This design comes from an exercise in tuning for small area, a short achievable clock period and few clock cycles on the open sky130 flow, not from production work. At most, simulation tests tie the RTL to the original design; equivalence was not proved. Function not checked in run 1: the RTL went through the layout flow alone. In every run shown here, the design's own scripts or RTL, not TritonCTS, make the clock network. The flow treats the clock pin as an ideal source. Dropping or thinning the clock tree relies on that and would not hold on a real chip. No activity file was given, so power comes from the tool's default toggle rates.

==> flow/run.sh <==
#!/bin/bash
# The standard layout (standard.sh), with these changes:
#  - each port's buffer is a plain buf_1;
#  - if flow/resyn.scr exists, the combinational logic of the standard
#    synthesis is re-synthesised with that ABC script (flow/resyn.tcl);
#    flip-flops are kept exactly as the standard synthesis made them;
#  - after CTS, the clock tree is replaced by three clock buffers on the
#    clock port, each driving a third of the registers (flow/onebuf.tcl), so
#    every register's clock passes through one buffer of the same kind.
# Each tool's output goes to a log of its own in this folder.
set -euo pipefail
W=$(pwd)
R=$W/orfs/results/sky130hd/fact_machine_wrapper/base
export BUFFER_PORTS_ARGS="-buffer_cell sky130_fd_sc_hd__buf_1"
if [[ -f $W/flow/resyn.scr ]]; then
  bash standard.sh $R/1_2_yosys.v > standard_synth.log 2>&1
  cp $R/1_2_yosys.v $W/standard_1_2_yosys.v
  YOSYS=${YOSYS_EXE:-$(dirname "$FLOW_HOME")/tools/install/yosys/bin/yosys}
  LIB=$FLOW_HOME/platforms/sky130hd/lib/sky130_fd_sc_hd__tt_025C_1v80.lib \
  IN=$W/standard_1_2_yosys.v OUT=$W/resyn.v TOP=$FLOW_TOP ABCSCRIPT=$W/flow/resyn.scr \
    $YOSYS -c $W/flow/resyn.tcl > resyn.log 2>&1
  cp $W/resyn.v $R/1_2_yosys.v
fi
bash standard.sh $R/4_cts.odb > standard_to_cts.log 2>&1
IN_ODB=$R/4_cts.odb OUT_ODB=$R/4_cts.odb CLK_NBUF=3 CLK_BUF=sky130_fd_sc_hd__clkbuf_8 CLK_PORT=clk \
PLATFORM_DIR=$FLOW_HOME/platforms/sky130hd \
  openroad -no_init -exit $W/flow/onebuf.tcl > onebuf.log 2>&1
bash standard.sh > standard.log 2>&1
==> design.v <==
module fact_machine_wrapper(
    input logic rst, go, clk,
    input logic [31:0] n,
    output logic [31:0] result,
    output logic done
    );
    logic        busy;        
    logic [5:0]  code;        
    logic [31:0] table_out;   
    logic t000, t001, t002, t003, t004, t005, t006, t007, t008, t009, t010, t011;
    logic t012, t013, t014, t015, t016, t017, t018, t019, t020, t021, t022, t023;
    logic t024, t025, t026, t027, t028, t029, t030, t031, t032, t033, t034, t035;
    logic t036, t037, t038, t039, t040, t041, t042, t043, t044, t045, t046, t047;
    logic t048, t049, t050, t051, t052, t053, t054, t055, t056, t057, t058, t059;
    logic t060, t061, t062, t063, t064, t065, t066, t067, t068, t069, t070, t071;
    logic t072, t073, t074, t075, t076, t077, t078, t079, t080, t081, t082, t083;
    logic t084, t085, t086, t087, t088, t089, t090, t091, t092, t093, t094, t095;
    logic t096, t097, t098, t099, t100, t101, t102, t103, t104, t105, t106, t107;
    logic t108, t109, t110, t111, t112, t113, t114, t115, t116, t117, t118, t119;
    logic t120, t121, t122, t123, t124, t125, t126, t127, t128, t129, t130, t131;
    logic t132, t133, t134, t135, t136, t137, t138, t139, t140, t141, t142, t143;
    logic t144, t145, t146, t147, t148, t149, t150, t151, t152, t153, t154, t155;
    logic t156, t157, t158, t159, t160, t161, t162, t163, t164, t165, t166, t167;
    logic t168, t169;
    assign t110 = code[2] & code[1];
    assign t111 = ~t110;
    assign t112 = ~code[0];
    assign t113 = ~code[3];
    assign t114 = ~code[5];
    assign t115 = code[4] & t114;
    assign t116 = t115 & t113;
    assign t117 = t116 & t112;
    assign t118 = t117 & t111;
    assign t119 = ~t118;
    assign t120 = code[2] & code[0];
    assign t121 = t120 & t116;
    assign t122 = ~t121;
    assign t123 = code[1] & t112;
    assign t124 = ~t123;
    assign t125 = ~code[4];
    assign t126 = t114 & code[3];
    assign t127 = t126 & code[2];
    assign t128 = t127 & t125;
    assign t129 = t128 & t124;
    assign t130 = ~t129;
    assign t131 = t130 & t122;
    assign t132 = ~t131;
    assign t133 = t116 & t110;
    assign t134 = ~t133;
    assign t135 = t126 & t120;
    assign t136 = ~t135;
    assign t137 = t136 & t134;
    assign t138 = ~t137;
    assign t139 = t138 & t132;
    assign t140 = ~t139;
    assign t141 = t140 & t119;
    assign t142 = t126 & t125;
    assign t143 = t142 & code[1];
    assign t144 = ~t143;
    assign t145 = t144 & t141;
    assign table_out[21] = ~t145;
    assign t146 = code[3] & code[2];
    assign t147 = t146 & table_out[21];
    assign t148 = ~t147;
    assign t149 = t115 & code[3];
    assign t150 = ~code[1];
    assign t151 = t150 & code[0];
    assign t152 = ~t151;
    assign t153 = t152 & t124;
    assign t154 = ~t153;
    assign t155 = t154 & t149;
    assign t156 = ~t155;
    assign t157 = t115 & t150;
    assign t158 = t157 & code[2];
    assign t159 = ~t158;
    assign t160 = t159 & t149;
    assign t161 = ~t160;
    assign t162 = t116 & t150;
    assign t163 = ~t162;
    assign t164 = t163 & t161;
    assign t165 = ~t164;
    assign t166 = ~code[2];
    assign t167 = t116 & t166;
    assign t168 = t167 & code[0];
    assign t169 = ~t168;
    assign t000 = t169 & t166;
    assign t001 = t000 & t165;
    assign t002 = ~t001;
    assign t003 = t002 & t156;
    assign t004 = ~t003;
    assign t005 = ~t127;
    assign t006 = ~t167;
    assign t007 = t006 & t005;
    assign t008 = t007 & t112;
    assign t009 = t008 & t149;
    assign t010 = ~t009;
    assign t011 = t154 & t116;
    assign t012 = ~t011;
    assign t013 = t166 & t150;
    assign t014 = t125 & t113;
    assign t015 = t014 & code[5];
    assign t016 = t015 & t013;
    assign t017 = ~t016;
    assign t018 = t017 & t159;
    assign t019 = t018 & t012;
    assign t020 = t019 & t010;
    assign t021 = t020 & t004;
    assign t022 = ~t021;
    assign t023 = ~t117;
    assign t024 = ~t157;
    assign t025 = t024 & t023;
    assign t026 = ~t025;
    assign t027 = t026 & t159;
    assign t028 = ~t027;
    assign t029 = t028 & t022;
    assign t030 = t029 & t148;
    assign table_out[30] = ~t030;
    assign table_out[13] = t128 & t112;
    assign t031 = ~t008;
    assign t032 = t165 & code[0];
    assign t033 = ~t032;
    assign t034 = t164 & t112;
    assign t035 = ~t034;
    assign t036 = t035 & t033;
    assign t037 = ~t036;
    assign table_out[27] = t037 & t031;
    assign t038 = ~t142;
    assign t039 = t006 & t038;
    assign t040 = ~t039;
    assign t041 = t124 & t111;
    assign t042 = ~t041;
    assign table_out[17] = t042 & t040;
    assign t043 = ~table_out[17];
    assign t044 = t043 & t023;
    assign table_out[20] = ~t044;
    assign t045 = code[1] & code[0];
    assign t046 = ~t045;
    assign t047 = t046 & t128;
    assign t048 = ~t047;
    assign t049 = t169 & t134;
    assign t050 = t049 & t048;
    assign table_out[19] = ~t050;
    assign table_out[31] = ~t020;
    assign t051 = t142 & t166;
    assign t052 = t051 & t154;
    assign t053 = ~t052;
    assign t054 = t153 & t128;
    assign t055 = ~t054;
    assign t056 = t055 & t163;
    assign t057 = t056 & t053;
    assign table_out[18] = ~t057;
    assign t058 = ~t007;
    assign t059 = ~t141;
    assign t060 = t154 & t059;
    assign t061 = ~t060;
    assign table_out[26] = t061 & t058;
    assign t062 = t006 & t144;
    assign t063 = t062 & t053;
    assign table_out[16] = ~t063;
    assign table_out[15] = t040 & t150;
    assign t064 = t031 & t157;
    assign t065 = t064 & code[3];
    assign t066 = ~t065;
    assign t067 = t143 & code[0];
    assign t068 = ~t067;
    assign t069 = t068 & t006;
    assign t070 = t069 & t141;
    assign t071 = t070 & t066;
    assign table_out[25] = ~t071;
    assign t072 = ~t064;
    assign t073 = t072 & t137;
    assign table_out[29] = ~t073;
    assign t074 = t051 & t123;
    assign t075 = ~t074;
    assign t076 = t075 & t130;
    assign table_out[14] = ~t076;
    assign t077 = ~t051;
    assign t078 = t014 & t114;
    assign table_out[4] = t078 & code[2];
    assign table_out[5] = table_out[4] & code[0];
    assign t079 = table_out[5] & code[1];
    assign t080 = ~t079;
    assign t081 = t080 & t077;
    assign t082 = t081 & t130;
    assign t083 = ~t082;
    assign table_out[12] = t083 & t152;
    assign t084 = t166 & code[1];
    assign t085 = t084 & code[0];
    assign t086 = ~t085;
    assign table_out[11] = t086 & t142;
    assign t087 = ~t128;
    assign t088 = ~table_out[12];
    assign t089 = t088 & t087;
    assign t090 = ~t089;
    assign table_out[10] = t090 & t111;
    assign t091 = t046 & t001;
    assign t092 = ~t091;
    assign t093 = t092 & t140;
    assign table_out[24] = ~t093;
    assign t094 = t078 & t110;
    assign t095 = ~t094;
    assign t096 = t095 & t075;
    assign table_out[9] = ~t096;
    assign table_out[8] = ~t081;
    assign t097 = t051 & t150;
    assign t098 = ~t097;
    assign t099 = t098 & t095;
    assign table_out[7] = ~t099;
    assign t100 = t018 & table_out[21];
    assign t101 = ~t100;
    assign t102 = ~t146;
    assign t103 = t102 & t115;
    assign t104 = ~t103;
    assign t105 = t104 & t087;
    assign t106 = ~t105;
    assign table_out[23] = t106 & t101;
    assign t107 = t068 & t122;
    assign t108 = t107 & t028;
    assign table_out[22] = ~t108;
    assign table_out[6] = table_out[4] & t154;
    assign table_out[3] = table_out[4] & t150;
    assign t109 = t003 & t131;
    assign table_out[28] = ~t109;
    assign table_out[2] = t085 & t078;
    assign table_out[1] = t084 & t078;
    assign table_out[0] = t078 & t013;
    always_ff @(posedge clk) begin
        if (rst) begin
            busy <= 1'b0;
            done <= 1'b0;
        end else begin
            busy <= go;
            done <= ~go & (done | busy);
        end
    end
    always_ff @(posedge clk) begin
        if (go)
            code <= n[5:0] | {6{|n[31:6]}};
        result <= table_out;
    end
endmodule
==> constraint.sdc <==
create_clock -name core_clock -period 5.0 [get_ports {clk}]
set_input_delay 1.0000 -clock core_clock [delete_from_list [all_inputs] [get_ports {clk}]]
set_output_delay 1.0000 -clock core_clock [all_outputs]
set_load 0.01 [all_outputs]
==> flow/onebuf.tcl <==
# Replace the clock tree that CTS built by CLK_NBUF clock buffers (cell
# CLK_BUF) that the clock port drives, each driving an equal share of the
# registers, grouped by position. Every register's clock then passes through
# exactly one buffer of the same kind. CTS's dummy loads are removed.
read_db $::env(IN_ODB)
set block [ord::get_db_block]
set buf_master [[ord::get_db] findMaster $::env(CLK_BUF)]
set clk_net [$block findNet $::env(CLK_PORT)]
set root ""
foreach it [$clk_net getITerms] {
  if {[$it isInputSignal]} { set root [$it getInst] }
}
if {$root eq ""} { error "no buffer on the clock port" }
set root_out ""
foreach it [$root getITerms] { if {[$it isOutputSignal]} { set root_out [$it getNet] } }
# collect every clock buffer below the root, level by level
set todo [list $root_out]
set sinks {}
set dead_insts {}
set dead_nets {}
while {[llength $todo]} {
  set net [lindex $todo 0]; set todo [lrange $todo 1 end]
  foreach it [$net getITerms] {
    if {![$it isInputSignal]} continue
    set inst [$it getInst]
    set m [[$inst getMaster] getName]
    if {[string match "sky130_fd_sc_hd__clkbuf_*" $m] || [string match "sky130_fd_sc_hd__buf_*" $m]} {
      lappend dead_insts $inst
      foreach o [$inst getITerms] {
        if {![$o isOutputSignal]} continue
        set onet [$o getNet]
        if {$onet eq "NULL" || $onet eq ""} continue
        lappend todo $onet
        lappend dead_nets $onet
      }
    } elseif {[$it getMTerm] ne "" && [[$it getMTerm] getName] eq "CLK"} {
      lappend sinks $it
    } else {
      # a dummy load CTS added for balancing: its output drives nothing
      foreach o [$inst getITerms] {
        if {![$o isOutputSignal]} continue
        set onet [$o getNet]
        if {$onet eq "NULL" || $onet eq ""} continue
        if {[llength [$onet getITerms]] > 1 || [llength [$onet getBTerms]] > 0} { error "clock sink [$inst getName] drives logic" }
        lappend dead_nets $onet
      }
      lappend dead_insts $inst
    }
  }
}
puts "clock sinks: [llength $sinks], buffers removed: [llength $dead_insts]"
foreach it $sinks { $it disconnect }
foreach inst $dead_insts { odb::dbInst_destroy $inst }
foreach net $dead_nets { odb::dbNet_destroy $net }
odb::dbInst_destroy $root
odb::dbNet_destroy $root_out
# split the sinks into K groups of equal size by position (slices across the
# wider side of their bounding box), each driven by one buffer on the port
set K $::env(CLK_NBUF)
set pts {}
set x0 1e18; set x1 -1e18; set y0 1e18; set y1 -1e18
foreach it $sinks {
  set b [[$it getInst] getBBox]
  set x [expr {([$b xMin] + [$b xMax]) / 2}]; set y [expr {([$b yMin] + [$b yMax]) / 2}]
  lappend pts [list $it $x $y]
  set x0 [expr {min($x0, $x)}]; set x1 [expr {max($x1, $x)}]; set y0 [expr {min($y0, $y)}]; set y1 [expr {max($y1, $y)}]
}
set key [expr {($x1 - $x0) >= ($y1 - $y0) ? 1 : 2}]
set pts [lsort -integer -index $key $pts]
set n [llength $pts]
for {set g 0} {$g < $K} {incr g} {
  set lo [expr {$g * $n / $K}]; set hi [expr {($g + 1) * $n / $K - 1}]
  set grp [lrange $pts $lo $hi]
  set net [odb::dbNet_create $block "clknet_$g"]
  $net setSigType CLOCK
  set inst [odb::dbInst_create $block $buf_master "clkbuf_$g"]
  [$inst findITerm A] connect $clk_net
  [$inst findITerm X] connect $net
  [$inst findITerm VPWR] connect [$block findNet VDD]
  [$inst findITerm VGND] connect [$block findNet VSS]
  [$inst findITerm VPB] connect [$block findNet VDD]
  [$inst findITerm VNB] connect [$block findNet VSS]
  set xs 0; set ys 0
  foreach p $grp { [lindex $p 0] connect $net; set xs [expr {$xs + [lindex $p 1]}]; set ys [expr {$ys + [lindex $p 2]}] }
  set m [llength $grp]
  $inst setLocation [expr {$xs / $m}] [expr {$ys / $m}]
  $inst setPlacementStatus PLACED
  puts "clock buffer clkbuf_$g drives $m sinks"
}
source $::env(PLATFORM_DIR)/setRC.tcl
detailed_placement
check_placement -verbose
write_db $::env(OUT_ODB)
==> flow/resyn.tcl <==
# Re-synthesise the combinational logic of the standard synthesis netlist for
# area, keeping every flip-flop instance (name, cell type, connections).
yosys -import
set lib $::env(LIB)
read_liberty -ignore_miss_func -ignore_miss_dir $lib
read_verilog $::env(IN)
hierarchy -top $::env(TOP)
set ffs {}
foreach c [split [string trim [exec grep -oE {sky130_fd_sc_hd__[a-z0-9_]+} $::env(IN)]] "\n"] {
  if {[regexp {__(e?dfxtp|dfrtp|dfstp|dfbbp|sdf|dlx|dlrtp|edfxbp|dfxbp)} $c] && [lsearch $ffs $c] < 0} { lappend ffs $c }
}
puts "flip-flop cells kept: $ffs"
setattr -mod -set keep_hierarchy 1 {*}$ffs
flatten
foreach m $ffs { blackbox $m }
opt_clean -purge
abc -liberty $lib -script $::env(ABCSCRIPT)
read_liberty -lib -nooverwrite $lib
splitnets
opt_clean -purge
hilomap -singleton -hicell sky130_fd_sc_hd__conb_1 HI -locell sky130_fd_sc_hd__conb_1 LO
insbuf -buf sky130_fd_sc_hd__buf_4 A X
yosys rename -hide w:*.*
opt_clean -purge
tee -o $::env(OUT).stat stat -liberty $lib
check -assert -mapped
write_verilog -noattr -nohex -nodec $::env(OUT)
==> standard.sh <==
#!/bin/bash
# synth_recipe.tcl (not shown) runs the flow's synth.tcl, then flattens the netlist and writes it again
# the make line also repeats each setting of config.mk as NAME=value (left out here)
make -C /OpenROAD-flow-scripts/flow DESIGN_CONFIG=/design/flow/config.mk WORK_HOME=/design/flow/orfs CLKGATE_MAP_FILE= SYNTH_SCRIPT=/design/flow/synth_recipe.tcl "${@:-finish}"
==> config.mk <==
export PLATFORM = sky130hd
export DESIGN_NAME = fact_machine_wrapper
export DESIGN_NICKNAME = fact_machine_wrapper
export VERILOG_FILES = /design/flow/design.v
export SDC_FILE = /design/flow/constraint.sdc
export NUM_CORES = 4
export LEC_CHECK = 0
export ABC_AREA = 1
export CAP_MARGIN = 20
export CORE_MARGIN = 2
export CORE_UTILIZATION = 25
export SETUP_SLACK_MARGIN = 3.35
export SLEW_MARGIN = 20
==> report_table.html, run 1 <==
<table>
<tr><th>Metric</th><th>Value</th></tr>
<tr><th colspan="2">Worst setup path</th></tr>
<tr><td>FF-to-FF End</td><td>result[25]$_DFF_P_</td></tr>
<tr><td>Delay of the slowest cell on the worst path</td><td>roughly 0.28 ns</td></tr>
<tr><td>Type of element capturing the critical path</td><td>register</td></tr>
<tr><td>Critical Path Slowest Stage Cell</td><td>sky130_fd_sc_hd__nor4_2</td></tr>
<tr><td>Worst reg-to-reg path cell count</td><td>9</td></tr>
<tr><td>Type of the worst setup path</td><td>in2reg</td></tr>
<tr><td>Nature of the critical path startpoint</td><td>input port</td></tr>
<tr><td>Setup slack of the worst register-to-register path</td><td>around 3.5 ns</td></tr>
<tr><td>Required time reported for the critical path endpoint</td><td>between 4 and 5 ns</td></tr>
<tr><td>Worst path cell trace</td><td>buf_1, nor4_2, nand3_1, nor2_4, nand2_1</td></tr>
<tr><td>Crit Path Max Fanout</td><td>6</td></tr>
<tr><td>Arr. time, crit path</td><td>1.76 ns</td></tr>
<tr><td>Origin of the critical flop-to-flop path</td><td>code[0]$_DFFE_PP_</td></tr>
<tr><th colspan="2">Min path</th></tr>
<tr><td>Number of cells traversed by the worst hold path</td><td>2</td></tr>
<tr><td>Worst hold endpoint</td><td>done$_SDFF_PP0_</td></tr>
<tr><td>Type of the worst min-delay path</td><td>reg2reg</td></tr>
<tr><td>Origin of the worst min-delay path</td><td>busy$_SDFF_PP0_</td></tr>
<tr><th colspan="2">Routing</th></tr>
<tr><td>Post-Route WL</td><td>between 3000 and 4000 microns</td></tr>
<tr><td>Antenna violation net count after detailed routing</td><td>0</td></tr>
<tr><td>Drt first pass iters</td><td>4</td></tr>
<tr><td># DRC</td><td>0</td></tr>
<tr><td>DRC marker count from the first detailed-route iteration</td><td>~110</td></tr>
<tr><td>Via count of the routed design</td><td>1463</td></tr>
<tr><td>Number of vias per cell after detailed routing</td><td>between 4 and 5</td></tr>
<tr><td>Wire per inst</td><td>between 10 and 15 microns</td></tr>
<tr><th colspan="2">Global route</th></tr>
<tr><td>Largest net degree at the start of global routing</td><td>15</td></tr>
<tr><td>GRT Overall Usage</td><td>0.107</td></tr>
<tr><td>Antenna violations before repair</td><td>0</td></tr>
<tr><td>Number of global-route vias before repair</td><td>around 1400</td></tr>
<tr><td>Wire length of the first global-routing pass</td><td>approximately 6100 microns</td></tr>
<tr><td>GRT overflow</td><td>0</td></tr>
<tr><th colspan="2">Layout</th></tr>
<tr><td>Area growth from synthesis to final layout</td><td>32.9%</td></tr>
<tr><td>Final Instance Area</td><td>just over 0.002 sq mm</td></tr>
<tr><td>Ratio of cells with drive above 1 in the final layout</td><td>0.223</td></tr>
<tr><td>Layout Cells excl Fill</td><td>340</td></tr>
<tr><td>Ant. Diodes</td><td>0</td></tr>
<tr><td>Final net count</td><td>~300</td></tr>
<tr><td>Most used cells in the layout excluding fill and tap cells</td><td>sky130_fd_sc_hd__nand2_1 (39), sky130_fd_sc_hd__buf_1 (34), sky130_fd_sc_hd__dfxtp_1 (32)</td></tr>
<tr><td>Leading cell type in the layout, fill and taps excluded</td><td>sky130_fd_sc_hd__nand2_1</td></tr>
<tr><td>Core occupancy in the finished layout</td><td>0.347</td></tr>
<tr><th colspan="2">Synthesis</th></tr>
<tr><td>Complex-gate fraction of the synthesized area</td><td>0.0610</td></tr>
<tr><td>Mux contribution to synthesized area</td><td>0</td></tr>
<tr><td>Cells after Synth</td><td>190</td></tr>
<tr><td>Average cell area after synthesis</td><td>8.20 sq um</td></tr>
<tr><td>Number of distinct library cells after synthesis</td><td>25</td></tr>
<tr><td>Yosys reg bits</td><td>40</td></tr>
<tr><td>Sequential-to-total area share from yosys stat</td><td>0.553</td></tr>
<tr><td>Simple logic cell fraction of the synthesized area</td><td>0.277</td></tr>
<tr><td>Netlist area before placement</td><td>roughly 0.0016 sq mm</td></tr>
<tr><td>Yosys warnings</td><td>1</td></tr>
<tr><td>Adder-cell area share of the yosys netlist</td><td>0.0241</td></tr>
<tr><td>Post-synthesis net count</td><td>228</td></tr>
<tr><td>Xor and xnor area share after synthesis</td><td>0</td></tr>
<tr><td>Dominant combinational cell family by area after synthesis</td><td>simple AND/OR/NAND/NOR gates</td></tr>
<tr><th colspan="2">Pwr</th></tr>
<tr><td>Static leakage</td><td>just over 1 nW</td></tr>
<tr><td>Internal Pwr Total</td><td>roughly 0.43 mW</td></tr>
<tr><td>Worst IR drop on VDD</td><td>109 uV</td></tr>
<tr><td>Clock group share of total power</td><td>0.237</td></tr>
<tr><td>Seq pwr share</td><td>0.625</td></tr>
<tr><td>Part of the total power dissipated in combinational logic</td><td>0.138</td></tr>
<tr><td>Power after layout</td><td>between 0.5 and 0.6 mW</td></tr>
<tr><td>Fraction of power spent switching nets</td><td>0.232</td></tr>
<tr><td>Cell Pwr Density</td><td>269 mW/mm^2</td></tr>
<tr><td>Switching Power</td><td>about 0.13 mW</td></tr>
<tr><th colspan="2">Placed design</th></tr>
<tr><td>Worst setup timing slack at the placement stage</td><td>between 2 and 3 ns</td></tr>
<tr><td>Routability congestion estimate from global placement</td><td>about 0.86</td></tr>
<tr><td>IO buf count</td><td>between 60 and 70</td></tr>
<tr><td>Placed cells</td><td>roughly 330</td></tr>
<tr><td>Placement Cell Area</td><td>~0.0019 sq mm</td></tr>
<tr><td>Half-perimeter wire length of the detailed placement result</td><td>about 2900 microns</td></tr>
<tr><th colspan="2">Status</th></tr>
<tr><td>Status</td><td>finished clean</td></tr>
<tr><th colspan="2">Clock network</th></tr>
<tr><td>Number of buffers inserted by hold repair at cts</td><td>0</td></tr>
<tr><td>Post-CTS clock slew at the launch and capture registers of the worst setup and hold paths</td><td>about 0.08 ns</td></tr>
<tr><td>Clock latency (worst-skew pair)</td><td>roughly 0.14 ns</td></tr>
<tr><td>Clock tree sinks</td><td>40</td></tr>
<tr><th colspan="2">STA</th></tr>
<tr><td>Max-slew violation total from the final report</td><td>0</td></tr>
<tr><td>Hold slack</td><td>between 0.4 and 0.5 ns</td></tr>
<tr><td>Setup slack of the critical path after layout</td><td>~3.1 ns</td></tr>
<tr><td>Final number of setup-violating endpoints</td><td>0</td></tr>
<tr><td>Clk_skew</td><td>0.00168 ns</td></tr>
<tr><td>Final worst path period share</td><td>0.371</td></tr>
<tr><td>Final critical path time including I/O delays and setup</td><td>roughly 1.9 ns</td></tr>
<tr><td>Worst max-slew margin expressed relative to the limit</td><td>0.748</td></tr>
<tr><td>Total Negative Setup Slacks</td><td>0 ns</td></tr>
<tr><td>Number of hold violations in the final report</td><td>0</td></tr>
<tr><td>Maximum frequency from static timing analysis</td><td>between 0.5 and 0.6 GHz</td></tr>
<tr><td>RSZ-0062 raised after global routing</td><td>true</td></tr>
<tr><td>Measured slew at the worst slew-check pin</td><td>0.378 ns</td></tr>
<tr><th colspan="2">Die</th></tr>
<tr><td>Height of the chip</td><td>a little over 80 microns</td></tr>
<tr><td>Starting density of the core</td><td>0.262</td></tr>
<tr><td>Top Ports</td><td>68</td></tr>
<tr><td>Chip Width</td><td>between 80 and 90 microns</td></tr>
<tr><td>Row count</td><td>28</td></tr>
<tr><td>Core region area</td><td>roughly 0.0060 sq mm</td></tr>
<tr><td>Die area</td><td>a little under 0.007 sq mm</td></tr>
<tr><th colspan="2">Job</th></tr>
<tr><td>Total of max-cap violations</td><td>0</td></tr>
</table>
## synthesized netlist by cell type
library cell,instances,share of area
sky130_fd_sc_hd__o21ai_0,6,0.019
sky130_fd_sc_hd__nor4_1,5,0.020
sky130_fd_sc_hd__a31oi_1,1,0.0040
sky130_fd_sc_hd__ha_1,3,0.024
sky130_fd_sc_hd__o221ai_1,1,0.0056
sky130_fd_sc_hd__buf_4,1,0.0048
sky130_fd_sc_hd__inv_1,28,0.067
sky130_fd_sc_hd__o21ai_1,1,0.0032
sky130_fd_sc_hd__nand3b_1,1,0.0048
sky130_fd_sc_hd__nor3_1,3,0.0096
sky130_fd_sc_hd__dfxtp_1,34,0.44
sky130_fd_sc_hd__nand2_1,39,0.094
sky130_fd_sc_hd__inv_2,1,0.0024
sky130_fd_sc_hd__buf_6,1,0.0072
sky130_fd_sc_hd__nand4_1,3,0.012
sky130_fd_sc_hd__nand2_2,2,0.0080
sky130_fd_sc_hd__buf_2,1,0.0032
sky130_fd_sc_hd__nor2_2,3,0.012
sky130_fd_sc_hd__a21boi_1,1,0.0048
sky130_fd_sc_hd__edfxtp_1,6,0.12
sky130_fd_sc_hd__nor2_1,27,0.065
sky130_fd_sc_hd__o211ai_1,1,0.0048
sky130_fd_sc_hd__nand3_1,14,0.045
sky130_fd_sc_hd__a21oi_1,6,0.019
sky130_fd_sc_hd__nand3_2,1,0.0064
## registers in the layout, summed over array words and instances (netlist names)
signal  flops
result     32
code        6
busy        1
done        1
## cell type report
class,count,area [sq um]
fill,642,3890
sequential,40,863
multi-input combinational,118,597
timing repair buffer,75,365
inverter,29,109
tap,75,93.8
buffer,3,41.3
## power groups by stage
stage / clock network (mW) / logic (mW) / registers, mW
after floorplan: 0 / 0.0327 / 0.362
after global placement: 0 / 0.0640 / 0.359
after detailed placement: 0 / 0.0644 / 0.360
after CTS: 0.271 / 0.0748 / 0.349
after global routing: 0.152 / 0.0864 / 0.351
final: 0.132 / 0.0768 / 0.349
## how the worst max path moves through the flow
stage	startpoint	end	slack, ns	depth (start not counted)
final	n[24]	code[2]$_DFFE_PP_	3.14	5
after global routing	n[27]	code[5]$_DFFE_PP_	3.04	5
after CTS	result[29]$_DFF_P_	result[29]	3.25	1
after detailed placement	n[23]	code[2]$_DFFE_PP_	2.92	5
after global placement	n[19]	code[5]$_DFFE_PP_	2.98	5
after floorplan	n[19]	code[0]$_DFFE_PP_	3.15	4
## worst max-delay path: cells and delay by family
kind | cells | cell delay [ns]
buf+inv | 1 | 0.08
simple gates | 4 | 0.68
## layer usage
metal / share of wire / routed length (microns) / GRT usage
met4: 0.017 / 61 / 0.0477
met2: 0.47 / 1720 / 0.176
met3: 0.085 / 314 / 0.0258
met1: 0.43 / 1580 / 0.132
met5: 0 / 0 / 0
## timing repair
| item | CTS | global route |
|---|---|---|
| endpoints found under the setup margin | 52 | 9 |
| setup buffers | 5 | 3 |
| pin swaps | 2 | 7 |
| gates resized for setup | 39 | 2 |
## kinds of logic after synthesis
group	Yosys count
simple gates	98
flops	40
compound gates	17
fa+ha+maj	3
buf+inv	32
==> run 2: changes to the inputs <==
--- a/design.v
+++ b/design.v
@@ -235,7 +235,7 @@
     end
     always_ff @(posedge clk) begin
         if (go)
-            code <= n[5:0] | {6{|n[31:6]}};
+            code <= {n[5:4] | {2{|n[31:6]}}, n[3:0]};
         result <= table_out;
     end
 endmodule
--- a/config.mk
+++ b/config.mk
@@ -9,5 +9,5 @@
 export CAP_MARGIN = 20
 export CORE_MARGIN = 2
 export CORE_UTILIZATION = 25
-export SETUP_SLACK_MARGIN = 3.35
+export SETUP_SLACK_MARGIN = 3.25
 export SLEW_MARGIN = 20
==> run 2 against run 1 <==
  * Still clean on timing, DRC and antenna
  * Synthesized cell count down 4.2%
  * Die area down 1.8%
  * Utilization down 1.3 points
  * First-iteration DRC count down 12%
  * Sequential share of layout area up 1.8 points
  * Critical path depth unchanged
  * Hold slack better by 0.0081 ns
  * Critical endpoint is now code[4]$_DFFE_PP_
  * Highest routed layer unchanged
==> report_table.html, run 2 <==
<table>
<tr><th>Metric</th><th>Value</th></tr>
<tr><th colspan="2">Placed design</th></tr>
<tr><td>Half-perimeter wire length of the detailed placement result</td><td>2860 microns (-0.84%)</td></tr>
<tr><td>Routability congestion estimate from global placement</td><td>0.855 (about the same)</td></tr>
<tr><td>IO buf count</td><td>67 (unchanged)</td></tr>
<tr><td>Worst setup timing slack at the placement stage</td><td>3.06 ns (+0.137 ns)</td></tr>
<tr><th colspan="2">Min path</th></tr>
<tr><td>Type of the worst min-delay path</td><td>reg2reg</td></tr>
<tr><td>Origin of the worst min-delay path</td><td>busy$_SDFF_PP0_</td></tr>
<tr><th colspan="2">Routing</th></tr>
<tr><td>Wire per inst</td><td>11.3 microns (+4.4%)</td></tr>
<tr><td>Number of vias per cell after detailed routing</td><td>4.28 (-0.57%)</td></tr>
<tr><td>Routed wl met2</td><td>1700 microns (-0.93%)</td></tr>
<tr><td>Via count of the routed design</td><td>1399 (-4.4%)</td></tr>
<tr><td>Antenna violation net count after detailed routing</td><td>0 (unchanged)</td></tr>
<tr><td># DRC</td><td>0 (unchanged)</td></tr>
<tr><td>Post-Route WL</td><td>3690 microns (+0.41%)</td></tr>
<tr><td>Routed met3 length</td><td>261 microns (-17%)</td></tr>
<tr><td>DRC marker count from the first detailed-route iteration</td><td>93 (-12%)</td></tr>
<tr><td>Drt first pass iters</td><td>4 (unchanged)</td></tr>
<tr><td>Highest metal layer with signal wires</td><td>met4</td></tr>
<tr><td>Wire length the detailed router placed on met1</td><td>1660 microns (+5.1%)</td></tr>
<tr><th colspan="2">Worst setup path</th></tr>
<tr><td>FF-to-FF End</td><td>result[25]$_DFF_P_</td></tr>
<tr><td>Crit Path Max Fanout</td><td>2 (-4)</td></tr>
<tr><td>Type of the worst setup path</td><td>in2reg</td></tr>
<tr><td>Origin of the critical flop-to-flop path</td><td>code[1]$_DFFE_PP_</td></tr>
<tr><td>Setup slack of the worst register-to-register path</td><td>3.41 ns (-0.06 ns)</td></tr>
<tr><td>Worst reg-to-reg path cell count</td><td>8 (-1)</td></tr>
<tr><td>Critical Path Sink</td><td>code[4]$_DFFE_PP_</td></tr>
<tr><td>Nature of the critical path startpoint</td><td>input port</td></tr>
<tr><td>Critical Path Start</td><td>n[20]</td></tr>
<tr><td>Type of element capturing the critical path</td><td>register</td></tr>
<tr><td>Arr. time, crit path</td><td>1.67 ns (-0.09 ns)</td></tr>
<tr><td>Required time reported for the critical path endpoint</td><td>4.91 ns (about the same)</td></tr>
<tr><th colspan="2">STA</th></tr>
<tr><td>Max-slew violation total from the final report</td><td>0 (unchanged)</td></tr>
<tr><td>Hold slack</td><td>0.488 ns (+0.00813 ns)</td></tr>
<tr><td>Final critical path time including I/O delays and setup</td><td>1.76 ns (-0.0912 ns)</td></tr>
<tr><td>Setup slack of the critical path after layout</td><td>3.24 ns (+0.0912 ns)</td></tr>
<tr><td>Worst max-slew margin expressed relative to the limit</td><td>0.733 (-0.0152)</td></tr>
<tr><td>Number of hold violations in the final report</td><td>0 (unchanged)</td></tr>
<tr><td>Maximum frequency from static timing analysis</td><td>0.567 GHz (+5.2%)</td></tr>
<tr><td>Total Negative Setup Slacks</td><td>0 ns (unchanged)</td></tr>
<tr><td>RSZ-0062 raised after global routing</td><td>true</td></tr>
<tr><td>Final number of setup-violating endpoints</td><td>0 (unchanged)</td></tr>
<tr><td>Measured slew at the worst slew-check pin</td><td>0.400 ns (+0.0228 ns)</td></tr>
<tr><td>Clk_skew</td><td>0.00806 ns (+0.00638 ns)</td></tr>
<tr><td>Final worst path period share</td><td>0.353 (-0.0182)</td></tr>
<tr><th colspan="2">Layout</th></tr>
<tr><td>Registers with the most flip-flops</td><td>result: 32 flops, code: 6 flops</td></tr>
<tr><td>Ratio of cells with drive above 1 in the final layout</td><td>0.159 (-0.0639)</td></tr>
<tr><td>Core occupancy in the finished layout</td><td>0.335 (-0.0127)</td></tr>
<tr><td>Number of flip-flops under the largest register name</td><td>32 (unchanged)</td></tr>
<tr><td>Ant. Diodes</td><td>0 (unchanged)</td></tr>
<tr><td>Most used cells in the layout excluding fill and tap cells</td><td>sky130_fd_sc_hd__buf_1 (45), sky130_fd_sc_hd__nand2_1 (35), sky130_fd_sc_hd__dfxtp_1 (33)</td></tr>
<tr><td>Most flops, register</td><td>result</td></tr>
<tr><td>Area growth from synthesis to final layout</td><td>29.7%</td></tr>
<tr><td>Leading cell type in the layout, fill and taps excluded</td><td>sky130_fd_sc_hd__buf_1</td></tr>
<tr><td>Final net count</td><td>292 (-4.3%)</td></tr>
<tr><th colspan="2">Synthesis</th></tr>
<tr><td>Average cell area after synthesis</td><td>8.39 sq um (+2.4%)</td></tr>
<tr><td>Cells after Synth</td><td>182 (-4.2%)</td></tr>
<tr><td>Main flop type after synthesis</td><td>sky130_fd_sc_hd__dfxtp_1</td></tr>
<tr><td>Yosys warnings</td><td>1 (unchanged)</td></tr>
<tr><td>Yosys reg bits</td><td>40 (unchanged)</td></tr>
<tr><td>Top-area cell type share of the netlist area</td><td>0.446 (+0.00859)</td></tr>
<tr><td>Cell with the most instances after synthesis</td><td>sky130_fd_sc_hd__nand2_1</td></tr>
<tr><td>Number of distinct library cells after synthesis</td><td>25 (unchanged)</td></tr>
<tr><td>Post-synthesis net count</td><td>220 (-3.5%)</td></tr>
<tr><td>Leading area contributor after synthesis</td><td>sky130_fd_sc_hd__dfxtp_1</td></tr>
<tr><td>Sequential-to-total area share from yosys stat</td><td>0.563 (+0.0109)</td></tr>
<tr><td>Number of enable flip-flop cells after synthesis</td><td>6 (unchanged)</td></tr>
<tr><td>Most instantiated cells after synthesis</td><td>sky130_fd_sc_hd__nand2_1 (35), sky130_fd_sc_hd__dfxtp_1 (34), sky130_fd_sc_hd__nor2_1 (27)</td></tr>
<tr><td>Netlist area before placement</td><td>0.00153 sq mm (-1.9%)</td></tr>
<tr><td>Top post-synthesis cells by area</td><td>sky130_fd_sc_hd__dfxtp_1 (45%), sky130_fd_sc_hd__edfxtp_1 (12%), sky130_fd_sc_hd__nand2_1 (8.6%), sky130_fd_sc_hd__nor2_1 (6.6%), sky130_fd_sc_hd__inv_1 (5.9%)</td></tr>
<tr><td>Ys async rst share</td><td>0 (unchanged)</td></tr>
<tr><th colspan="2">Global route</th></tr>
<tr><td>Number of global-route vias before repair</td><td>1367 (-0.73%)</td></tr>
<tr><td>Wire length of the first global-routing pass</td><td>6040 microns (-1.1%)</td></tr>
<tr><td>Antenna violations before repair</td><td>0 (unchanged)</td></tr>
<tr><td>GRT Overall Usage</td><td>0.114 (+0.00733)</td></tr>
<tr><td>GRT overflow</td><td>0 (unchanged)</td></tr>
<tr><td>Largest net degree at the start of global routing</td><td>15 (unchanged)</td></tr>
<tr><th colspan="2">Pwr</th></tr>
<tr><td>Worst IR drop on VDD</td><td>113 uV (+3.2%)</td></tr>
<tr><td>Switching Power</td><td>0.146 mW (+13%)</td></tr>
<tr><td>Internal Pwr Total</td><td>0.436 mW (+1.7%)</td></tr>
<tr><td>Static leakage</td><td>0.945 nW (-8.9%)</td></tr>
<tr><td>Cell Pwr Density</td><td>293 mW/mm^2 (+8.9%)</td></tr>
<tr><td>Seq pwr share</td><td>0.613 (-0.012)</td></tr>
<tr><td>Clock group share of total power</td><td>0.233 (-0.004)</td></tr>
<tr><td>Part of the total power dissipated in combinational logic</td><td>0.154 (+0.016)</td></tr>
<tr><td>Power after layout</td><td>0.581 mW (+4.3%)</td></tr>
<tr><td>Fraction of power spent switching nets</td><td>0.251 (+0.0191)</td></tr>
<tr><th colspan="2">Clock network</th></tr>
<tr><td>Clock tree sinks</td><td>40 (unchanged)</td></tr>
<tr><td>Post-CTS clock slew at the launch and capture registers of the worst setup and hold paths</td><td>0.09 ns (about the same)</td></tr>
<tr><td>Number of buffers inserted by hold repair at cts</td><td>0 (unchanged)</td></tr>
<tr><td>Clock latency (worst-skew pair)</td><td>0.15 ns (about the same)</td></tr>
<tr><th colspan="2">Die</th></tr>
<tr><td>Height of the chip</td><td>82.2 microns (-0.92%)</td></tr>
<tr><td>Row count</td><td>28 (unchanged)</td></tr>
<tr><td>Chip Width</td><td>82.2 microns (-0.92%)</td></tr>
<tr><td>Starting density of the core</td><td>0.258 (-0.00352)</td></tr>
<tr><td>Top Ports</td><td>68 (unchanged)</td></tr>
<tr><td>Core region area</td><td>0.00592 sq mm (-0.59%)</td></tr>
<tr><td>Die area</td><td>0.00675 sq mm (-1.8%)</td></tr>
<tr><th colspan="2">Status</th></tr>
<tr><td>Status</td><td>finished clean</td></tr>
<tr><th colspan="2">Job</th></tr>
<tr><td>Total of max-cap violations</td><td>0 (unchanged)</td></tr>
</table>
==> run 2: changes by cell type after synthesis <==
cell	before	now
sky130_fd_sc_hd__nand2_1	39	35
sky130_fd_sc_hd__inv_1	28	24
==> run 2: worst min path at each step <==
stage | depth (start not counted) | slack [ns] | endpoint
after detailed placement | 2 | 0.48 | done$_SDFF_PP0_
after global routing | 2 | 0.56 | done$_SDFF_PP0_
after floorplan | 2 | 0.45 | done$_SDFF_PP0_
after CTS | 2 | 0.49 | done$_SDFF_PP0_
after global placement | 2 | 0.47 | done$_SDFF_PP0_
final | 2 | 0.49 | done$_SDFF_PP0_
==> run 2: per-layer routing <==
metal,vias to the layer above,global-route usage
li1,727,-
met1,597,0.143
met2,70,0.199
met3,5,0.0141
met4,0,0.0433
met5,-,0
==> run 2: critical path: stages <==
cell and delay [ns]:
sky130_fd_sc_hd__buf_6 0.10, sky130_fd_sc_hd__nor4_4 0.26, sky130_fd_sc_hd__nand3b_1 0.10, sky130_fd_sc_hd__nor2_1 0.14
sky130_fd_sc_hd__nand2_1 0.08
==> run 2: area by class of cell <==
type,count,area [sq um]
repair buffers,70,308
multi-input cells,114,583
flip-flops and latches,40,862
plain buffers,3,41.3
fillers,645,3940
inverters,25,93.8
well taps,75,93.8
==> run 2: kinds of logic (layout without fill, tap and decap cells) <==
| group | Yosys count | in the layout | synth area share |
|---|---|---|---|
| flops | 40 | 40 | 0.563 |
| buf+inv | 28 | 98 | 0.0770 |
| simple gates | 94 | 94 | 0.273 |
| compound gates | 17 | 17 | 0.0622 |
| fa+ha+maj | 3 | 3 | 0.0246 |
==> run 2: repair_timing <==
action                                  CTS  global route
endpoints found under the setup margin   26             5
buffers inserted                          1             2
gates resized for setup                  21             5
pin swaps                                 0             4
==> run 2: metrics by stage <==
stage	area, sq um	cells
floorplan	1560	182
global placement	1880	321
detailed placement	1880	321
CTS	1990	330
global route	1980	327
finish	1980	327
==> run 2: power groups by stage <==
stage          logic [mW]  registers, mW  clock network [mW]
5_1_grt             0.101          0.360               0.154
2_1_floorplan      0.0422          0.371                   0
6_report           0.0895          0.357               0.135
3_3_place_gp       0.0799          0.368                   0
4_1_cts            0.0866          0.358               0.208
3_5_place_dp       0.0801          0.368                   0
Testbench counts of run 2, summed over its fixed seeds: cycles 960.
==> run 3: changes to the inputs <==
--- a/config.mk
+++ b/config.mk
@@ -9,5 +9,5 @@
 export CAP_MARGIN = 20
 export CORE_MARGIN = 2
 export CORE_UTILIZATION = 25
-export SETUP_SLACK_MARGIN = 3.25
+export SETUP_SLACK_MARGIN = 3.6
 export SLEW_MARGIN = 20
==> run 3 against run 2 <==
  * Still clean
  * Routed wire length increased by 15%
  * Critical path depth unchanged
  * Sequential cell count unchanged
  * Highest routed layer unchanged
  * Setup slack improved by 0.031 ns
  * Via count increased by 11%
  * Clock power decreased by 4%
==> report_table.html, run 3 <==
<table>
<tr><th>Metric</th><th>Value</th></tr>
<tr><th colspan="2">Pwr</th></tr>
<tr><td>Static leakage</td><td>1.15 nW (+21%)</td></tr>
<tr><td>Worst IR drop on VDD</td><td>165 uV (+46%)</td></tr>
<tr><td>Cell Pwr Density</td><td>251 mW/mm^2 (-14%)</td></tr>
<tr><th colspan="2">Die</th></tr>
<tr><td>Starting density of the core</td><td>0.258 (unchanged)</td></tr>
<tr><td>Top Ports</td><td>68 (unchanged)</td></tr>
<tr><td>Core region area</td><td>0.00592 sq mm (unchanged)</td></tr>
<tr><td>Die area</td><td>0.00675 sq mm (unchanged)</td></tr>
<tr><td>Row count</td><td>28 (unchanged)</td></tr>
<tr><td>Height of the chip</td><td>82.2 microns (unchanged)</td></tr>
<tr><td>Chip Width</td><td>82.2 microns (unchanged)</td></tr>
<tr><th colspan="2">Layout</th></tr>
<tr><td>Number of flip-flops under the largest register name</td><td>32 (unchanged)</td></tr>
<tr><td>Area growth from synthesis to final layout</td><td>64.6%</td></tr>
<tr><td>Filler cell count</td><td>585 (-9.3%)</td></tr>
<tr><td>Most flops, register</td><td>result</td></tr>
<tr><td>Ant. Diodes</td><td>0 (unchanged)</td></tr>
<tr><td>Final net count</td><td>313 (+7.2%)</td></tr>
<tr><td>Most used cells in the layout excluding fill and tap cells</td><td>sky130_fd_sc_hd__buf_1 (33), sky130_fd_sc_hd__dfxtp_1 (21), sky130_fd_sc_hd__buf_2 (20)</td></tr>
<tr><td>Leading cell type in the layout, fill and taps excluded</td><td>sky130_fd_sc_hd__buf_1</td></tr>
<tr><td>Ratio of cells with drive above 1 in the final layout</td><td>0.509 (+0.350)</td></tr>
<tr><td>Registers with the most flip-flops</td><td>result: 32 flops, code: 6 flops</td></tr>
<tr><th colspan="2">STA</th></tr>
<tr><td>Setup slack of the critical path after layout</td><td>3.27 ns (+0.0313 ns)</td></tr>
<tr><td>Max-slew violation total from the final report</td><td>0 (unchanged)</td></tr>
<tr><td>Clk_skew</td><td>0.00400 ns (-0.00406 ns)</td></tr>
<tr><td>Hold slack</td><td>0.480 ns (-0.00888 ns)</td></tr>
<tr><td>Worst max-slew margin expressed relative to the limit</td><td>0.755 (+0.0215)</td></tr>
<tr><td>Final worst path period share</td><td>0.347 (-0.00627)</td></tr>
<tr><td>Final number of setup-violating endpoints</td><td>0 (unchanged)</td></tr>
<tr><td>RSZ-0062 raised after global routing</td><td>true</td></tr>
<tr><td>Total Negative Setup Slacks</td><td>0 ns (unchanged)</td></tr>
<tr><td>Final critical path time including I/O delays and setup</td><td>1.73 ns (-0.0313 ns)</td></tr>
<tr><td>Measured slew at the worst slew-check pin</td><td>0.368 ns (-0.0323 ns)</td></tr>
<tr><td>Number of hold violations in the final report</td><td>0 (unchanged)</td></tr>
<tr><td>Maximum frequency from static timing analysis</td><td>0.577 GHz (+1.8%)</td></tr>
<tr><th colspan="2">Global route</th></tr>
<tr><td>Antenna violations before repair</td><td>0 (unchanged)</td></tr>
<tr><td>GRT Overall Usage</td><td>0.117 (+0.00278)</td></tr>
<tr><td>GRT overflow</td><td>0 (unchanged)</td></tr>
<tr><td>Largest net degree at the start of global routing</td><td>15 (unchanged)</td></tr>
<tr><td>Wire length of the first global-routing pass</td><td>6040 microns (unchanged)</td></tr>
<tr><td>Number of global-route vias before repair</td><td>1434 (+4.9%)</td></tr>
<tr><th colspan="2">Job</th></tr>
<tr><td>Total of max-cap violations</td><td>0 (unchanged)</td></tr>
<tr><th colspan="2">Worst setup path</th></tr>
<tr><td>Type of element capturing the critical path</td><td>register</td></tr>
<tr><td>Type of the worst setup path</td><td>in2reg</td></tr>
<tr><td>Crit Path Max Fanout</td><td>2 (unchanged)</td></tr>
<tr><td>Required time reported for the critical path endpoint</td><td>4.90 ns (about the same)</td></tr>
<tr><td>Arr. time, crit path</td><td>1.64 ns (-0.03 ns)</td></tr>
<tr><td>Nature of the critical path startpoint</td><td>input port</td></tr>
<tr><th colspan="2">Synthesis</th></tr>
<tr><td>Top-area cell type share of the netlist area</td><td>0.446 (unchanged)</td></tr>
<tr><td>Yosys reg bits</td><td>40 (unchanged)</td></tr>
<tr><td>Ys async rst share</td><td>0 (unchanged)</td></tr>
<tr><td>Cells after Synth</td><td>182 (unchanged)</td></tr>
<tr><td>Sequential-to-total area share from yosys stat</td><td>0.563 (unchanged)</td></tr>
<tr><td>Leading area contributor after synthesis</td><td>sky130_fd_sc_hd__dfxtp_1</td></tr>
<tr><td>Top post-synthesis cells by area</td><td>sky130_fd_sc_hd__dfxtp_1 (45%), sky130_fd_sc_hd__edfxtp_1 (12%), sky130_fd_sc_hd__nand2_1 (8.6%), sky130_fd_sc_hd__nor2_1 (6.6%), sky130_fd_sc_hd__inv_1 (5.9%)</td></tr>
<tr><td>Average cell area after synthesis</td><td>8.39 sq um (unchanged)</td></tr>
<tr><td>Number of enable flip-flop cells after synthesis</td><td>6 (unchanged)</td></tr>
<tr><td>Yosys warnings</td><td>1 (unchanged)</td></tr>
<tr><td>Netlist area before placement</td><td>0.00153 sq mm (unchanged)</td></tr>
<tr><td>Cell with the most instances after synthesis</td><td>sky130_fd_sc_hd__nand2_1</td></tr>
<tr><td>Post-synthesis net count</td><td>220 (unchanged)</td></tr>
<tr><td>Number of distinct library cells after synthesis</td><td>25 (unchanged)</td></tr>
<tr><td>Main flop type after synthesis</td><td>sky130_fd_sc_hd__dfxtp_1</td></tr>
<tr><td>Most instantiated cells after synthesis</td><td>sky130_fd_sc_hd__nand2_1 (35), sky130_fd_sc_hd__dfxtp_1 (34), sky130_fd_sc_hd__nor2_1 (27)</td></tr>
<tr><th colspan="2">Routing</th></tr>
<tr><td># DRC</td><td>0 (unchanged)</td></tr>
<tr><td>Wire per inst</td><td>12.2 microns (+7.8%)</td></tr>
<tr><td>Drt first pass iters</td><td>4 (unchanged)</td></tr>
<tr><td>Number of vias per cell after detailed routing</td><td>4.47 (+4.4%)</td></tr>
<tr><td>Post-Route WL</td><td>4240 microns (+15%)</td></tr>
<tr><td>DRC marker count from the first detailed-route iteration</td><td>77 (-17%)</td></tr>
<tr><td>Via count of the routed design</td><td>1555 (+11%)</td></tr>
<tr><td>Antenna violation net count after detailed routing</td><td>0 (unchanged)</td></tr>
<tr><th colspan="2">Min path</th></tr>
<tr><td>Type of the worst min-delay path</td><td>reg2reg</td></tr>
<tr><th colspan="2">Clock network</th></tr>
<tr><td>Number of buffers inserted by hold repair at cts</td><td>0 (unchanged)</td></tr>
<tr><td>Post-CTS clock slew at the launch and capture registers of the worst setup and hold paths</td><td>0.08 ns (about the same)</td></tr>
<tr><td>Clock tree sinks</td><td>40 (unchanged)</td></tr>
<tr><td>Clock latency (worst-skew pair)</td><td>0.14 ns (about the same)</td></tr>
<tr><th colspan="2">Status</th></tr>
<tr><td>Status</td><td>finished clean</td></tr>
<tr><th colspan="2">Placed design</th></tr>
<tr><td>IO buf count</td><td>67 (unchanged)</td></tr>
<tr><td>Routability congestion estimate from global placement</td><td>0.875 (+2.4%)</td></tr>
<tr><td>Half-perimeter wire length of the detailed placement result</td><td>2900 microns (+1.2%)</td></tr>
<tr><td>Worst setup timing slack at the placement stage</td><td>3.07 ns (+0.0139 ns)</td></tr>
</table>
[run 3: changes by cell type in the layout (fill, tap and decap cells not counted), moves of 5 or more]
cell                      previous run  this run
sky130_fd_sc_hd__nand2_1            35        16
sky130_fd_sc_hd__nor2_4              0         8
sky130_fd_sc_hd__dfxtp_2             1        13
sky130_fd_sc_hd__buf_4               3        17
sky130_fd_sc_hd__dfxtp_1            33        21
sky130_fd_sc_hd__buf_1              45        33
sky130_fd_sc_hd__nor2_1             27        18
sky130_fd_sc_hd__inv_4               0         5
sky130_fd_sc_hd__buf_6               1        19
sky130_fd_sc_hd__inv_2               1         8
sky130_fd_sc_hd__inv_1              24        11
sky130_fd_sc_hd__nand2_2             2        19
sky130_fd_sc_hd__nand3_1            14         6
sky130_fd_sc_hd__nand3_2             1         6
[run 3: timing repair]
| item | CTS | global route |
|---|---|---|
| setup buffers | 9 | 15 |
| endpoints found under the setup margin | 51 | 60 |
| hold endpoints to repair | 0 | 0 |
| pin swaps | 1 | 25 |
| resized for setup | 43 | 100 |
[run 3: critical path, cell delays in order]
cell and delay, ns:
sky130_fd_sc_hd__buf_1 0.08, sky130_fd_sc_hd__nor4_2 0.25, sky130_fd_sc_hd__nand3_1 0.10, sky130_fd_sc_hd__nor2_1 0.14, sky130_fd_sc_hd__nand2_1 0.06
[run 3: area by class of cell]
type | count | area [sq um] | area share
flip-flops and latches | 40 | 877 | 0.349
multi-input cells | 114 | 801 | 0.318
repair buffers | 91 | 591 | 0.235
inverters | 25 | 111 | 0.0443
well taps | 75 | 93.8 | 0.0373
plain buffers | 3 | 41.3 | 0.0164
[run 3: cell families (layout without fill, tap and decap cells)]
logic type	count (synthesis)	count (layout)	synth area share
compound gates	17	17	0.0622
flops	40	40	0.563
simple gates	94	94	0.273
buf+inv	28	119	0.0770
fa+ha+maj	3	3	0.0246
[run 3: power breakdown]
part	switching, mW	internal [mW]	total, mW
Sequential	0.0129	0.348	0.361
Clock	0.0754	0.0551	0.130
Combinational	0.0765	0.0645	0.141
[run 3: worst paths after layout]
check | from | end | slack [ns] | depth (start not counted)
min reg2reg | busy$_SDFF_PP0_ | done$_SDFF_PP0_ | 0.48 | 2
min | busy$_SDFF_PP0_ | done$_SDFF_PP0_ | 0.48 | 2
max | n[28] | code[4]$_DFFE_PP_ | 3.27 | 5
max reg2reg | code[5]$_DFFE_PP_ | result[10]$_DFF_P_ | 3.48 | 8
[run 3: per-stage QoR]
stage,std cells,util,cell area (sq um),power [mW]
6_report,348,0.425,2510,0.632
5_1_grt,348,0.425,2510,0.666
4_1_cts,338,0.359,2120,0.681
3_5_place_dp,321,0.319,1890,0.449
3_3_place_gp,321,0.319,1890,0.449
2_1_floorplan,182,-,1570,0.415
[run 3: routing by layer]
layer	share of wire	GRT usage	vias up
met3	0.091	0.0315	11
met2	0.51	0.202	73
met5	0	0	-
met1	0.38	0.138	700
met4	0.021	0.0450	0
li1	-	-	771
==> run 4: changes to the inputs <==
--- a/config.mk
+++ b/config.mk
@@ -9,5 +9,5 @@
 export CAP_MARGIN = 20
 export CORE_MARGIN = 2
 export CORE_UTILIZATION = 25
-export SETUP_SLACK_MARGIN = 3.6
+export SETUP_SLACK_MARGIN = 3.4
 export SLEW_MARGIN = 20
==> run 4 against run 3 <==
  * Still clean on timing, DRC and antenna
  * Cell area down 12%
  * Utilization down 5.3 points
  * Die area unchanged
  * Routed wire length down 11%
  * Sequential cell count unchanged
  * Largest cell class unchanged
==> report_table.html, run 4 <==
<table>
<tr><th>Metric</th><th>Value</th></tr>
<tr><th colspan="2">Synthesis</th></tr>
<tr><td>Average cell area after synthesis</td><td>8.39 sq um (unchanged)</td></tr>
<tr><td>Leading area contributor after synthesis</td><td>sky130_fd_sc_hd__dfxtp_1</td></tr>
<tr><td>Number of distinct library cells after synthesis</td><td>25 (unchanged)</td></tr>
<tr><td>Yosys warnings</td><td>1 (unchanged)</td></tr>
<tr><td>Sequential-to-total area share from yosys stat</td><td>0.563 (unchanged)</td></tr>
<tr><td>Most instantiated cells after synthesis</td><td>sky130_fd_sc_hd__nand2_1 (35), sky130_fd_sc_hd__dfxtp_1 (34), sky130_fd_sc_hd__nor2_1 (27)</td></tr>
<tr><td>Yosys reg bits</td><td>40 (unchanged)</td></tr>
<tr><td>Cell with the most instances after synthesis</td><td>sky130_fd_sc_hd__nand2_1</td></tr>
<tr><td>Post-synthesis net count</td><td>220 (unchanged)</td></tr>
<tr><td>Number of enable flip-flop cells after synthesis</td><td>6 (unchanged)</td></tr>
<tr><td>Ys async rst share</td><td>0 (unchanged)</td></tr>
<tr><td>Cells after Synth</td><td>182 (unchanged)</td></tr>
<tr><td>Top post-synthesis cells by area</td><td>sky130_fd_sc_hd__dfxtp_1 (45%), sky130_fd_sc_hd__edfxtp_1 (12%), sky130_fd_sc_hd__nand2_1 (8.6%), sky130_fd_sc_hd__nor2_1 (6.6%), sky130_fd_sc_hd__inv_1 (5.9%)</td></tr>
<tr><td>Top-area cell type share of the netlist area</td><td>0.446 (unchanged)</td></tr>
<tr><td>Main flop type after synthesis</td><td>sky130_fd_sc_hd__dfxtp_1</td></tr>
<tr><td>Netlist area before placement</td><td>0.00153 sq mm (unchanged)</td></tr>
<tr><th colspan="2">Worst setup path</th></tr>
<tr><td>Worst reg-to-reg path cell count</td><td>7 (-1)</td></tr>
<tr><td>Origin of the critical flop-to-flop path</td><td>code[5]$_DFFE_PP_</td></tr>
<tr><td>Required time reported for the critical path endpoint</td><td>4.91 ns (about the same)</td></tr>
<tr><td>Type of the worst setup path</td><td>in2reg</td></tr>
<tr><td>Arr. time, crit path</td><td>1.67 ns (+0.03 ns)</td></tr>
<tr><td>Nature of the critical path startpoint</td><td>input port</td></tr>
<tr><td>Crit Path Max Fanout</td><td>2 (unchanged)</td></tr>
<tr><td>Setup slack of the worst register-to-register path</td><td>3.49 ns (about the same)</td></tr>
<tr><td>Type of element capturing the critical path</td><td>register</td></tr>
<tr><td>FF-to-FF End</td><td>result[10]$_DFF_P_</td></tr>
<tr><th colspan="2">Routing</th></tr>
<tr><td>DRC marker count from the first detailed-route iteration</td><td>82 (+6.5%)</td></tr>
<tr><td>Via count of the routed design</td><td>1463 (-5.9%)</td></tr>
<tr><td>Wire per inst</td><td>11.2 microns (-8.2%)</td></tr>
<tr><td># DRC</td><td>0 (unchanged)</td></tr>
<tr><td>Drt first pass iters</td><td>4 (unchanged)</td></tr>
<tr><td>Post-Route WL</td><td>3760 microns (-11%)</td></tr>
<tr><td>Number of vias per cell after detailed routing</td><td>4.35 (-2.6%)</td></tr>
<tr><td>Antenna violation net count after detailed routing</td><td>0 (unchanged)</td></tr>
<tr><th colspan="2">Layout</th></tr>
<tr><td>Number of flip-flops under the largest register name</td><td>32 (unchanged)</td></tr>
<tr><td>Leading cell type in the layout, fill and taps excluded</td><td>sky130_fd_sc_hd__buf_1</td></tr>
<tr><td>Layout Cells excl Fill</td><td>336 (-3.4%)</td></tr>
<tr><td>Core occupancy in the finished layout</td><td>0.372 (-0.0530)</td></tr>
<tr><td>Filler cell count</td><td>627 (+7.2%)</td></tr>
<tr><td>Final net count</td><td>301 (-3.8%)</td></tr>
<tr><td>Ant. Diodes</td><td>0 (unchanged)</td></tr>
<tr><td>Most flops, register</td><td>result</td></tr>
<tr><td>Ratio of cells with drive above 1 in the final layout</td><td>0.322 (-0.187)</td></tr>
<tr><td>Registers with the most flip-flops</td><td>result: 32 flops, code: 6 flops</td></tr>
<tr><td>Area growth from synthesis to final layout</td><td>44.1%</td></tr>
<tr><td>Most used cells in the layout excluding fill and tap cells</td><td>sky130_fd_sc_hd__buf_1 (34), sky130_fd_sc_hd__nand2_1 (33), sky130_fd_sc_hd__nor2_1 (26)</td></tr>
<tr><th colspan="2">Die</th></tr>
<tr><td>Die area</td><td>0.00675 sq mm (unchanged)</td></tr>
<tr><td>Core region area</td><td>0.00592 sq mm (unchanged)</td></tr>
<tr><td>Row count</td><td>28 (unchanged)</td></tr>
<tr><td>Starting density of the core</td><td>0.258 (unchanged)</td></tr>
<tr><td>Height of the chip</td><td>82.2 microns (unchanged)</td></tr>
<tr><td>Top Ports</td><td>68 (unchanged)</td></tr>
<tr><td>Chip Width</td><td>82.2 microns (unchanged)</td></tr>
<tr><th colspan="2">Pwr</th></tr>
<tr><td>Switching Power</td><td>0.155 mW (-6.1%)</td></tr>
<tr><td>Part of the total power dissipated in combinational logic</td><td>0.185 (-0.038)</td></tr>
<tr><td>Cell Pwr Density</td><td>276 mW/mm^2 (+9.9%)</td></tr>
<tr><td>Seq pwr share</td><td>0.588 (+0.017)</td></tr>
<tr><td>Clock group share of total power</td><td>0.227 (+0.021)</td></tr>
<tr><td>Fraction of power spent switching nets</td><td>0.254 (-0.00611)</td></tr>
<tr><td>Worst IR drop on VDD</td><td>92.1 uV (-44%)</td></tr>
<tr><td>Static leakage</td><td>1.05 nW (-8.5%)</td></tr>
<tr><td>Internal Pwr Total</td><td>0.453 mW (-3.0%)</td></tr>
<tr><th colspan="2">Global route</th></tr>
<tr><td>Number of global-route vias before repair</td><td>1393 (-2.9%)</td></tr>
<tr><td>GRT Overall Usage</td><td>0.117 (+0.000203)</td></tr>
<tr><td>GRT overflow</td><td>0 (unchanged)</td></tr>
<tr><td>Antenna violations before repair</td><td>0 (unchanged)</td></tr>
<tr><td>Largest net degree at the start of global routing</td><td>15 (unchanged)</td></tr>
<tr><td>Wire length of the first global-routing pass</td><td>6170 microns (+2.2%)</td></tr>
<tr><th colspan="2">Clock network</th></tr>
<tr><td>Clock tree sinks</td><td>40 (unchanged)</td></tr>
<tr><td>Clock latency (worst-skew pair)</td><td>0.15 ns (about the same)</td></tr>
<tr><td>Number of buffers inserted by hold repair at cts</td><td>0 (unchanged)</td></tr>
<tr><td>Post-CTS clock slew at the launch and capture registers of the worst setup and hold paths</td><td>0.09 ns (about the same)</td></tr>
<tr><th colspan="2">Min path</th></tr>
<tr><td>Type of the worst min-delay path</td><td>reg2reg</td></tr>
<tr><td>Worst hold endpoint</td><td>done$_SDFF_PP0_</td></tr>
<tr><td>Origin of the worst min-delay path</td><td>busy$_SDFF_PP0_</td></tr>
<tr><td>Number of cells traversed by the worst hold path</td><td>2 (unchanged)</td></tr>
<tr><th colspan="2">Status</th></tr>
<tr><td>Status</td><td>finished clean</td></tr>
<tr><th colspan="2">STA</th></tr>
<tr><td>RSZ-0062 raised after global routing</td><td>true</td></tr>
<tr><td>Hold slack</td><td>0.481 ns (+0.00191 ns)</td></tr>
<tr><td>Final worst path period share</td><td>0.352 (+0.00544)</td></tr>
<tr><td>Final critical path time including I/O delays and setup</td><td>1.76 ns (+0.0272 ns)</td></tr>
<tr><td>Maximum frequency from static timing analysis</td><td>0.568 GHz (-1.5%)</td></tr>
<tr><td>Worst max-slew margin expressed relative to the limit</td><td>0.741 (-0.0140)</td></tr>
<tr><td>Max-slew violation total from the final report</td><td>0 (unchanged)</td></tr>
<tr><td>Final number of setup-violating endpoints</td><td>0 (unchanged)</td></tr>
<tr><td>Total Negative Setup Slacks</td><td>0 ns (unchanged)</td></tr>
<tr><td>Measured slew at the worst slew-check pin</td><td>0.389 ns (+0.0210 ns)</td></tr>
<tr><td>Clk_skew</td><td>0.00576 ns (+0.00176 ns)</td></tr>
<tr><td>Number of hold violations in the final report</td><td>0 (unchanged)</td></tr>
<tr><th colspan="2">Placed design</th></tr>
<tr><td>Routability congestion estimate from global placement</td><td>0.855 (-2.4%)</td></tr>
<tr><td>IO buf count</td><td>67 (unchanged)</td></tr>
<tr><td>Placed cells</td><td>321 (unchanged)</td></tr>
<tr><td>Half-perimeter wire length of the detailed placement result</td><td>2860 microns (-1.2%)</td></tr>
<tr><th colspan="2">Job</th></tr>
<tr><td>Total of max-cap violations</td><td>0 (unchanged)</td></tr>
</table>
[run 4: changes by cell type in the layout (fill, tap and decap cells not counted), moves of 3 or more]
cell	delta
sky130_fd_sc_hd__buf_4	-5
sky130_fd_sc_hd__buf_6	-5
sky130_fd_sc_hd__inv_1	+9
sky130_fd_sc_hd__inv_2	-3
sky130_fd_sc_hd__inv_4	-5
sky130_fd_sc_hd__nand2_1	+17
sky130_fd_sc_hd__nand2_2	-15
sky130_fd_sc_hd__nand3_1	+4
sky130_fd_sc_hd__nor2_1	+8
sky130_fd_sc_hd__nor2_4	-7
sky130_fd_sc_hd__o21ai_0	+3
[run 4: final cells by class]
cell class,count,area [sq um],area share
Multi-Input combinational cell,114,623,0.283
Sequential cell,40,878,0.399
Buffer,3,41.3,0.0188
Inverter,25,93.8,0.0426
Tap cell,75,93.8,0.0426
Timing Repair Buffer,79,470,0.214
[run 4: power groups by stage]
stage | registers, mW | clock network [mW] | logic [mW]
finish | 0.358 | 0.138 | 0.112
global route | 0.360 | 0.156 | 0.126
CTS | 0.357 | 0.208 | 0.0955
detailed placement | 0.368 | 0 | 0.0801
global placement | 0.368 | 0 | 0.0799
floorplan | 0.371 | 0 | 0.0422
[run 4: critical path, stage by stage]
cell and delay [ns]:
sky130_fd_sc_hd__buf_1 0.09, sky130_fd_sc_hd__nor4_4 0.27, sky130_fd_sc_hd__nand3b_1 0.10, sky130_fd_sc_hd__nor2_1 0.13, sky130_fd_sc_hd__nand2_1 0.07
[run 4: worst max path at each step]
stage	startpoint	end	slack [ns]	cells after the start
floorplan	n[19]	code[4]$_DFFE_PP_	3.24	4
global placement	n[19]	code[5]$_DFFE_PP_	3.11	5
detailed placement	n[23]	code[4]$_DFFE_PP_	3.06	5
CTS	result[25]$_DFF_P_	result[25]	3.25	1
global route	n[23]	code[4]$_DFFE_PP_	3.19	5
finish	n[19]	code[4]$_DFFE_PP_	3.24	5
[run 4: repair_timing]
action | CTS | global route
pin swaps | 0 | 5
cloned | 0 | 0
resized for setup | 41 | 35
setup buffers | 6 | 6
setup endpoints to repair | 48 | 37
[run 4: layer usage]
layer,GRT usage,vias to the layer above,share of wire
met5,0,-,0
met4,0.0483,0,0.022
met3,0.0141,6,0.074
met2,0.202,74,0.47
met1,0.147,638,0.43
li1,-,745,-
[run 4: per-stage QoR]
step / power (mW) / setup WS (ns) / area (sq um)
5_1_grt: 0.642 / 3.19 / 2200
3_5_place_dp: 0.448 / 3.06 / 1880
4_1_cts: 0.660 / 3.25 / 2070
3_3_place_gp: 0.448 / 3.11 / 1880
6_report: 0.608 / 3.24 / 2200
2_1_floorplan: 0.413 / 3.24 / 1560
[run 4: logic make-up after synthesis]
family                     after synthesis  synth area share
and+or+nand+nor                         94             0.273
DFF                                     40             0.563
buffers and inverters                   28            0.0770
AOI/OAI and AO/OA                       17            0.0622
adders and majority gates                3            0.0246

what the ideal ports hide:
No port has a modelled driver above. Below, the same layouts with a new extraction and two added sets of constraints. Step 1 assumes that a clkbuf_16 drives the clock port and a buf_2 every other input. Step 2 also shifts input and output timing later by t, the mid clock arrival at the registers, as if the neighbouring blocks saw the same clock. a / b / c = ideal / step 1 / step 2; a / b = the first two.
run	t, ns	setup slack, ns	latest minus earliest clock arrival (ns)	pins driven straight from the clock port
run 1	0.189	3.145 / 3.171 / 2.983	0.003 / 0.003	3
run 2	0.185	3.236 / 3.244 / 3.059	0.008 / 0.008	3
run 3	0.191	3.267 / 3.297 / 3.106	0.006 / 0.006	3
run 4	0.190	3.240 / 3.265 / 3.075	0.006 / 0.006	3
After both steps every run listed still meets setup and hold. The setup slack of run 2, which loses most, moves by +0.008 ns with the drivers and by -0.177 ns with both steps.
